This design comes from an exercise in tuning for small area and a short achievable clock period on the open sky130 flow, not from production work. Only simulation tests tie the RTL to the original design; equivalence was not proved. Power is estimated from default activity; no workload was simulated.

===== run.sh =====
#!/bin/bash
# synth_recipe.tcl (not shown) runs the flow's synth.tcl, then flattens the netlist and writes it again
# the make line also repeats each setting of config.mk as NAME=value (left out here)
make -C /OpenROAD-flow-scripts/flow DESIGN_CONFIG=/design/flow/config.mk WORK_HOME=/design/flow/orfs CLKGATE_MAP_FILE= SYNTH_SCRIPT=/design/flow/synth_recipe.tcl finish

===== config.mk =====
export PLATFORM = sky130hd
export DESIGN_NAME = cubic_fixed
export DESIGN_NICKNAME = cubic_fixed
export VERILOG_FILES = /design/flow/design.v
export SDC_FILE = /design/flow/constraint.sdc
export NUM_CORES = 4
export LEC_CHECK = 0
export CAP_MARGIN = 20
export CORE_MARGIN = 2
export CORE_UTILIZATION = 40
export SLEW_MARGIN = 20

===== constraint.sdc =====
create_clock -name core_clock -period 15.0 [get_ports {clk}]
set_input_delay 3.0000 -clock core_clock [delete_from_list [all_inputs] [get_ports {clk}]]
set_output_delay 3.0000 -clock core_clock [all_outputs]
set_load 0.01 [all_outputs]

===== design.v =====
`timescale 1ns/1ps
module cubic_fixed #(
    parameter int WID     = 16,    
    parameter int FBITS   = 8      
)(
    input  logic                        clk,
    input  logic                        rst,
    input  logic signed [WID-1:0]       x,
    input  logic signed [WID-1:0]       a0,
    input  logic signed [WID-1:0]       a1,
    input  logic signed [WID-1:0]       a2,
    output logic signed [WID-1:0]       y
);
    localparam int WID_ACC1 = 2*WID - FBITS + 2;
    localparam int WID_ACC = (WID_ACC1 > 32) ? WID_ACC1 : 32; 
    logic signed [WID-1:0] x_s0, a0_s0, a1_s0, a2_s0;
    logic signed [WID_ACC-1:0] a2_s1, x_s1, x2_s1, ax1_s1;
    logic signed [WID_ACC-1:0] x2_s1_next, ax1_s1_next;
    logic signed [WID_ACC-1:0] ax2, x3, yfull;
    function automatic logic signed [WID_ACC-1:0] sat (
        input logic signed [WID_ACC-1:0] in_val
    );
        localparam logic signed [WID_ACC-1:0] max_val = (1 << (WID - 1)) - 1;
        localparam logic signed [WID_ACC-1:0] min_val = -(1 << (WID - 1));
        begin
            if (in_val > max_val) begin
                sat = max_val;
            end else if (in_val < min_val) begin
                sat = min_val;
            end else begin
                sat = in_val;
            end
        end
    endfunction
    always_comb begin
     x2_s1_next  = sat( (x_s0*x_s0)>>>FBITS );
ax1_s1_next = sat( ((a1_s0*x_s0)>>>FBITS) + a0_s0 );
          ax2 = sat((a2_s1*x2_s1)>>>FBITS);
	  x3 = sat((x2_s1*x_s1)>>>FBITS);
	  yfull = ax2+x3+ax1_s1;
	  y  = sat(yfull);
    end
    always_ff @(posedge clk) begin
        if (rst) begin
            x_s0   <= '0;
            a0_s0  <= '0;
            a1_s0  <= '0;
            a2_s0  <= '0;
            a2_s1  <= '0;
            x_s1   <= '0;
            x2_s1  <= '0;
            ax1_s1 <= '0;
        end else begin
        	x_s0 <=x;
	    	a0_s0<=a0;
		a1_s0<=a1;
	        a2_s0<=a2;
	       a2_s1 <= a2_s0;  
       	       x_s1  <=	x_s0;  
	       x2_s1 <= x2_s1_next;
	       ax1_s1 <= ax1_s1_next;
        end
    end
endmodule

==> impl_metrics.xml <==
<?xml version="1.0" encoding="UTF-8"?>
<metrics>
  <group name="outcome">
    <metric name="run_status" unit="">complete, no violations</metric>
  </group>
  <group name="floorplan">
    <metric name="effective_utilization_at_floorplan" unit="">0.404</metric>
    <metric name="dieWidth" unit="um">352</metric>
    <metric name="i_o_pin_total" unit="">82</metric>
    <metric name="num_rows" unit="">127</metric>
    <metric name="placeable_core_region" unit="um2">120000</metric>
    <metric name="dieArea" unit="um2">124000</metric>
    <metric name="fp.dieH" unit="um">352</metric>
  </group>
  <group name="grt">
    <metric name="grt_first_pass_wirelength" unit="mm">202</metric>
    <metric name="grt_antenna_before_repair" unit="">2</metric>
    <metric name="groute.usage.overall" unit="">0.205</metric>
    <metric name="grt_overflow_total" unit="">0</metric>
    <metric name="grt_start_max_net_pins" unit="">82</metric>
    <metric name="grt_pass1_vias" unit="">37800</metric>
  </group>
  <group name="layout">
    <metric name="area_growth" unit="%">7.96</metric>
    <metric name="final_cell_area" unit="um2">52400</metric>
    <metric name="drive_gt1_frac" unit="">0.0487</metric>
    <metric name="layout.cells.most_common_list" unit="">inv_1, fa_1, nand2_1</metric>
    <metric name="n_fill_cell" unit="">12000</metric>
    <metric name="design.final.nets" unit="">7006</metric>
    <metric name="sequential_cell_area" unit="um2">2990</metric>
    <metric name="leading_cell_type_in_the_layout_fill_and_taps_excluded" unit="">inv_1</metric>
    <metric name="multiInputGateArea" unit="um2">39700</metric>
  </group>
  <group name="setup_path">
    <metric name="critPathKind" unit="">reg2out</metric>
    <metric name="critical_path.startpoint_type" unit="">register</metric>
    <metric name="timing.critical_path.slowest_cell_delay" unit="ps">540</metric>
    <metric name="worst-endpoint-arrival" unit="ps">11630</metric>
    <metric name="critical_path_peak_fanout" unit="">16</metric>
    <metric name="worst-endpoint-required" unit="ps">12000</metric>
    <metric name="cpMostUsedCell" unit="">fa_1</metric>
    <metric name="timing.critical_path.to_type" unit="">output port</metric>
    <metric name="timing.critical_path.slowest_stage_cell" unit="">fa_1</metric>
  </group>
  <group name="synth">
    <metric name="ys_seq_elements" unit="">145</metric>
    <metric name="syn-mean-instance-area" unit="um2">8.94</metric>
    <metric name="yosys.area_share.xor_xnor" unit="">0.0348</metric>
    <metric name="synth.cell_area" unit="um2">48600</metric>
    <metric name="largest_family_of_logic_cells_by_synthesized_area" unit="">adder cells</metric>
    <metric name="yosysSeqAreaShare" unit="">0.0598</metric>
    <metric name="post_synthesis_async_set_or_reset_flop_share" unit="">0</metric>
    <metric name="mappedNetlistNets" unit="">7011</metric>
    <metric name="dominantRegCellSynth" unit="">dfxtp_1</metric>
    <metric name="synth.mux.area_fraction" unit="">0.000644</metric>
    <metric name="synth_compound_area_frac" unit="">0.0614</metric>
    <metric name="synth-edff-count" unit="">0</metric>
    <metric name="yosys.area_share.adder" unit="">0.562</metric>
    <metric name="yosys.area_share.simple" unit="">0.154</metric>
    <metric name="synth_cell_types" unit="">81</metric>
    <metric name="ys_warn_count" unit="">1</metric>
    <metric name="synthesis.instances" unit="">5435</metric>
  </group>
  <group name="pwr">
    <metric name="cellPowerDensity" unit="nW/um2">197</metric>
    <metric name="ir_worst_vdd" unit="V">0.000361</metric>
    <metric name="power.static_leakage" unit="nW">25.6</metric>
  </group>
  <group name="timing">
    <metric name="minimum_setup_slack_in_the_final_design" unit="ps">368</metric>
    <metric name="clock_skew" unit="ps">35.5</metric>
    <metric name="worstMarginPinSlew" unit="ps">1090</metric>
    <metric name="final_max_slew_violation_count" unit="">0</metric>
    <metric name="setup_tns" unit="ps">0</metric>
    <metric name="achievable-frequency" unit="GHz">0.0683</metric>
    <metric name="relSlewSlack" unit="">0.272</metric>
    <metric name="post-route-min-period" unit="ps">14630</metric>
    <metric name="hold_slack" unit="ps">437</metric>
    <metric name="layout_worst_path_cycle_share" unit="">0.975</metric>
    <metric name="timing.final.hold_violations" unit="">0</metric>
    <metric name="setup_viol_count_final" unit="">0</metric>
  </group>
  <group name="route">
    <metric name="drtAntennaViolNets" unit="">0</metric>
    <metric name="vias" unit="">34800</metric>
    <metric name="drt_first_iter_violations" unit="">1821</metric>
    <metric name="route.detailed.drc" unit="">0</metric>
    <metric name="first_pass_iters" unit="">7</metric>
    <metric name="post_drt_via_cell_ratio" unit="">4.93</metric>
    <metric name="wl_per_cell" unit="um">17.6</metric>
    <metric name="wire_length_reported_by_the_detailed_router" unit="mm">124</metric>
  </group>
  <group name="clock_network">
    <metric name="hold_buffers" unit="">0</metric>
    <metric name="tritoncts" unit="">built</metric>
    <metric name="cts-buffers-inserted" unit="">17</metric>
    <metric name="worst_skew_pair.late_latency" unit="ps">530</metric>
    <metric name="clock_sink_count" unit="">145</metric>
    <metric name="clock_tree.root_cell" unit="">clkbuf_16</metric>
    <metric name="clock_pin_slew_of_the_registers_on_the_worst_case_setup_and_hold_paths" unit="ps">70</metric>
    <metric name="longest_clk_path_bufs" unit="">2</metric>
    <metric name="cts_htree_levels" unit="">4</metric>
  </group>
  <group name="place">
    <metric name="place.port_buffers" unit="">81</metric>
    <metric name="detailed_place_hpwl" unit="mm">101</metric>
    <metric name="placed_cell_area" unit="um2">51500</metric>
    <metric name="detailedPlace.worstSlack" unit="ps">-156</metric>
    <metric name="gpl_congestion" unit="">0.881</metric>
  </group>
  <group name="hold_path">
    <metric name="worst_hold_class" unit="">reg2reg</metric>
  </group>
  <group name="run">
    <metric name="maxCapViolCount" unit="">0</metric>
  </group>
</metrics>
worst paths after layout:
kind                                to  slack [ps]  cells past startpoint           startpoint
setup reg to reg  ax1_s1[5]$_SDFF_PP0_        3580                     35   x_s0[5]$_SDFF_PP0_
hold / removal     a2_s1[5]$_SDFF_PP0_         440                      1  a2_s0[5]$_SDFF_PP0_
hold reg to reg    a2_s1[5]$_SDFF_PP0_         440                      1  a2_s0[5]$_SDFF_PP0_
setup / recovery                  y[1]         370                     42  x2_s1[7]$_SDFF_PP0_
sequential cells by signal, indices dropped and copies added, names as in the netlist:
register and cells:
a0_s0 16, a1_s0 16, a2_s0 16, a2_s1 16
ax1_s1 25, x2_s1 24, x_s0 16, x_s1 16
layout make-up:
cell class / instances / share of cell area
clock inverters: 12 / 0.00231
inverters: 1402 / 0.100
multi-input cells: 3658 / 0.757
well taps: 1612 / 0.0385
diodes: 1 / 0.0000477
flip-flops and latches: 145 / 0.0571
clock buffers: 20 / 0.00852
repair buffers: 206 / 0.0364
repair_timing:
action	4_1_cts	5_1_grt
endpoints found under the setup margin	15	15
resized for setup	72	77
cloned	0	3
pin swaps	6	17
buffers inserted	1	6
cells in the mapped netlist, types with 4 or more instances:
cell type / number / share of area
a31o_2: 5 / 0.00090
nand3_1: 27 / 0.0028
inv_1: 1401 / 0.11
o211ai_1: 7 / 0.0011
or2_2: 8 / 0.0010
and2_1: 446 / 0.057
a21boi_0: 8 / 0.0012
nand4_1: 14 / 0.0018
o31ai_1: 8 / 0.0012
o21a_1: 38 / 0.0059
or4_1: 4 / 0.00062
a211o_1: 8 / 0.0014
a21boi_1: 5 / 0.00077
clkbuf_1: 222 / 0.017
o21bai_1: 12 / 0.0019
or3_1: 10 / 0.0013
nor2b_1: 110 / 0.014
nor3_1: 20 / 0.0021
fa_1: 1122 / 0.46
a2111oi_0: 6 / 0.0011
o21ai_0: 83 / 0.0086
nor4_1: 10 / 0.0013
nand2_1: 645 / 0.050
o22ai_1: 4 / 0.00052
a22oi_1: 5 / 0.00077
o211a_1: 10 / 0.0021
o31a_1: 8 / 0.0014
a21o_1: 56 / 0.0087
xor2_1: 58 / 0.010
nand2b_1: 45 / 0.0058
a31oi_1: 15 / 0.0019
xnor2_1: 135 / 0.024
dfxtp_1: 145 / 0.060
ha_1: 388 / 0.10
nor2_1: 122 / 0.0094
a21oi_1: 120 / 0.012
and3_1: 27 / 0.0035
a211oi_1: 11 / 0.0017
metrics by stage:
stage | utilization | std cells | total power [W]
2_1_floorplan | - | 5435 | 0.00695
3_3_place_gp | 0.429 | 7012 | 0.00968
3_5_place_dp | 0.429 | 7012 | 0.00975
4_1_cts | 0.435 | 7045 | 0.0102
5_1_grt | 0.437 | 7055 | 0.0115
6_report | 0.437 | 7056 | 0.0103
power breakdown:
part / switching (W) / internal (W)
registers: 0.000120 / 0.000469
clock network: 0.000219 / 0.000235
logic: 0.00554 / 0.00373
cells by family after synthesis:
family / count (synthesis)
buffers and inverters: 1632
adder cells (fa/ha/maj): 1510
AND/OR/NAND/NOR: 1505
AO/OA/AOI/OAI: 447
XOR/XNOR: 193
flip-flops: 145
multiplexers: 3
worst max-delay path, delay by kind of cell, from the launching register on:
| family | cells | cell delay (ps) |
|---|---|---|
| and+or+nand+nor | 6 | 1740 |
| xor gates and xnor gates | 1 | 180 |
| AOI/OAI and AO/OA | 14 | 2840 |
| adders and majority gates | 11 | 4840 |
| DFF | 1 | 400 |
| buffers and inverters | 10 | 1050 |
routing by layer:
metal | GRT usage | up-vias | routed length (um)
li1 | - | 15900 | -
met1 | 0.277 | 18000 | 55100
met2 | 0.346 | 714 | 60000
met3 | 0.0243 | 149 | 5240
met4 | 0.0627 | 0 | 3690
met5 | 0 | - | 0

-- re-timing with driven ports --
Ports are ideal in the flow. The routed layout listed here was re-timed in OpenROAD.
Step 1: set_driving_cell puts a clkbuf_16 on clk and a buf_2 on each other input, an assumption about the parent block.
Step 2, shift: input delay + t, output delay - t, t = (earliest + latest rising clock arrival at the registers) / 2. This alone moves slack from input paths to output paths.
a / b / c = no drivers / after step 1 / after step 2; a / b = the first two.
shift t [ns]: 0.585
setup WS [ns]: 0.368 / 0.299 / 0.884
worst setup path at the end: register to output
After both steps this run still meets setup and hold. For this run, drivers alone change the setup slack by -0.069 ns; drivers and shift together by +0.516 ns.
